What follows belongs to an exercise in optimizing a design on an open flow for small area and a short achievable clock period; a production flow would make more cautious choices.
No activity file was given, so power comes from the tool's default toggle rates.

v30:
==> module shifter_io_wrapper, before the edit <==
module shifter_io_wrapper #(
    parameter integer WIDTH = 32,
    parameter integer BLOCK = 16
)(
    input  wire             clk,
    input  wire             v_in,
    input  wire [1:0]       opcode,
    input  wire [4:0]       shamt,
    input  wire [31:0]      din,
    output reg  [31:0]      dout,
    output reg              v_out
);
    integer i;
    wire is_left = (opcode == 2'b00);
    wire fill    = (opcode == 2'b10) & din[31];
    reg [31:0] a0;
    always @* for (i = 0; i < 32; i = i + 1) a0[i] = is_left ? din[31-i] : din[i];
    wire [31:0] a1 = shamt[4] ? {{16{fill}}, a0[31:16]} : a0;
    wire [31:0] a2 = shamt[3] ? {{8{fill}},  a1[31:8]}  : a1;
    wire [31:0] a3 = shamt[2] ? {{4{fill}},  a2[31:4]}  : a2;
    reg [31:0] m_data;
    reg [1:0]  m_sh, m_shn;
    reg        m_fill, m_left, m_leftn, m_v;
    always @(posedge clk) begin
        m_data  <= a3;
        m_sh    <= shamt[1:0];
        m_shn   <= ~shamt[1:0];
        m_fill  <= fill;
        m_left  <= is_left;
        m_leftn <= ~is_left;
        m_v     <= v_in;
    end
    reg [31:0] b1, b2, b3;
    always @* begin
        for (i = 0; i < 32; i = i + 1)
            b1[i] = (m_sh[1] & (i + 2 < 32 ? m_data[(i + 2) % 32] : m_fill)) | (m_shn[1] & m_data[i]);
        for (i = 0; i < 32; i = i + 1)
            b2[i] = (m_sh[0] & (i + 1 < 32 ? b1[(i + 1) % 32] : m_fill)) | (m_shn[0] & b1[i]);
        for (i = 0; i < 32; i = i + 1)
            b3[i] = (m_left & b2[31-i]) | (m_leftn & b2[i]);
    end
    always @(posedge clk) begin
        dout  <= b3;
        v_out <= m_v;
    end
endmodule
==> flow/config.mk <==
export PLATFORM = sky130hd
export DESIGN_NAME = shifter_io_wrapper
export DESIGN_NICKNAME = shifter_io_wrapper
export VERILOG_FILES = /design/flow/design.v
export SDC_FILE = /design/flow/constraint.sdc
export NUM_CORES = 4
export LEC_CHECK = 0
export ABC_AREA = 1
export CAP_MARGIN = 20
export CORE_MARGIN = 2
export CORE_UTILIZATION = 40
export SETUP_SLACK_MARGIN = 0.8
export SLEW_MARGIN = 20
==> flow/constraint.sdc <==
create_clock -name core_clock -period 2.5 [get_ports {clk}]
set_input_delay 0.5000 -clock core_clock [delete_from_list [all_inputs] [get_ports {clk}]]
set_output_delay 0.5000 -clock core_clock [all_outputs]
set_load 0.01 [all_outputs]
standard.sh (not shown) runs the stock make flow with config.mk's settings and CLKGATE_MAP_FILE= SYNTH_SCRIPT=/design/flow/synth_recipe.tcl, a recipe that flattens the netlist after the stock synthesis.
==> flow/flow/run.sh <==
#!/bin/bash
# Standard ORFS layout; only the cell used for the port buffers differs.
set -euo pipefail
bash standard.sh "BUFFER_PORTS_ARGS=-buffer_cell sky130_fd_sc_hd__buf_1" finish > standard_flow.log 2>&1
#### Input delta (v1 over v30)
--- a/flow/design.v
+++ b/flow/design.v
@@ -115,29 +115,46 @@
     input  wire [31:0]      din,
     output reg  [31:0]      dout,
     output reg              v_out
 );
     integer i;
     wire is_left = (opcode == 2'b00);
-    wire fill    = (opcode == 2'b10) & din[31];
-    reg [31:0] a0;
-    always @* for (i = 0; i < 32; i = i + 1) a0[i] = is_left ? din[31-i] : din[i];
-    wire [31:0] a1 = shamt[4] ? {{16{fill}}, a0[31:16]} : a0;
-    wire [31:0] a2 = shamt[3] ? {{8{fill}},  a1[31:8]}  : a1;
-    wire [31:0] a3 = shamt[2] ? {{4{fill}},  a2[31:4]}  : a2;
+    reg [31:0] x0;
+    always @* for (i = 0; i < 32; i = i + 1) x0[i] = is_left ? din[31-i] : din[i];
+    reg [31:0] p_data;
+    reg [4:0]  p_sh, p_shn;
+    reg        p_fill, p_left, p_leftn, p_v;
+    always @(posedge clk) begin
+        p_data  <= x0;
+        p_sh    <= shamt;
+        p_shn   <= ~shamt;
+        p_fill  <= (opcode == 2'b10) & din[31];
+        p_left  <= is_left;
+        p_leftn <= ~is_left;
+        p_v     <= v_in;
+    end
+    reg [31:0] a1, a2, a3;
+    always @* begin
+        for (i = 0; i < 32; i = i + 1)
+            a1[i] = (p_sh[4] & (i + 16 < 32 ? p_data[(i + 16) % 32] : p_fill)) | (p_shn[4] & p_data[i]);
+        for (i = 0; i < 32; i = i + 1)
+            a2[i] = (p_sh[3] & (i + 8 < 32 ? a1[(i + 8) % 32] : p_fill)) | (p_shn[3] & a1[i]);
+        for (i = 0; i < 32; i = i + 1)
+            a3[i] = (p_sh[2] & (i + 4 < 32 ? a2[(i + 4) % 32] : p_fill)) | (p_shn[2] & a2[i]);
+    end
     reg [31:0] m_data;
     reg [1:0]  m_sh, m_shn;
     reg        m_fill, m_left, m_leftn, m_v;
     always @(posedge clk) begin
         m_data  <= a3;
-        m_sh    <= shamt[1:0];
-        m_shn   <= ~shamt[1:0];
-        m_fill  <= fill;
-        m_left  <= is_left;
-        m_leftn <= ~is_left;
-        m_v     <= v_in;
+        m_sh    <= p_sh[1:0];
+        m_shn   <= p_shn[1:0];
+        m_fill  <= p_fill;
+        m_left  <= p_left;
+        m_leftn <= p_leftn;
+        m_v     <= p_v;
     end
     reg [31:0] b1, b2, b3;
     always @* begin
         for (i = 0; i < 32; i = i + 1)
             b1[i] = (m_sh[1] & (i + 2 < 32 ? m_data[(i + 2) % 32] : m_fill)) | (m_shn[1] & m_data[i]);
         for (i = 0; i < 32; i = i + 1)
==> results.txt <==
Density: v1 denser than v30
On maximum level of the CTS H-tree, the lower figure sits with v30, not v1.
Multi-input gate area in the final layout: v1 > v30
Placed instance area, v30 and v1: higher on v1
Measured against v1, the flop and latch count out of synthesis of v30 comes out at 0.61 times the reference value.
Sequential share of layout area (higher): v1
Power: v1 draws more than v30
Measured against each other, v30 and v1 differ in largest stage delay on the critical path, the lower figure coming from v1.
What v1 reported for via density per instance has to be multiplied by 1.16 to get the figure for v30.
In v1, the cell depth of the worst flop-to-flop path came out 3 below the value in v30.
No run of this note included a check of the RTL's function; only the layout flow was run.

what the ideal ports hide:
Ports are ideal in the flow. The routed layouts listed here were re-timed in OpenROAD. Step 1 (the two cells are an assumption about what drives the block):
set clk [get_ports {clk}]
set_driving_cell -lib_cell sky130_fd_sc_hd__clkbuf_16 $clk
set_driving_cell -lib_cell sky130_fd_sc_hd__buf_2 [delete_from_list [all_inputs] $clk]
Step 2, shift: input delay + t, output delay - t, t = (earliest + latest rising clock arrival at the registers) / 2. This alone moves slack from input paths to output paths. a / b / c = ideal / step 1 / step 2; a / b = the first two.
run	t, ns	setup slack, ns	hold slack, ns	cell pins on the clock port's net
v30	0.377	0.888 / 0.898 / 0.521	0.242 / 0.232 / 0.337	1
v1	0.447	1.144 / 1.105 / 1.180	0.178 / 0.161 / 0.323	1
After both steps every run listed still meets setup and hold. The setup slack of v30, which loses most, moves by +0.010 ns with the drivers and by -0.367 ns with both steps.
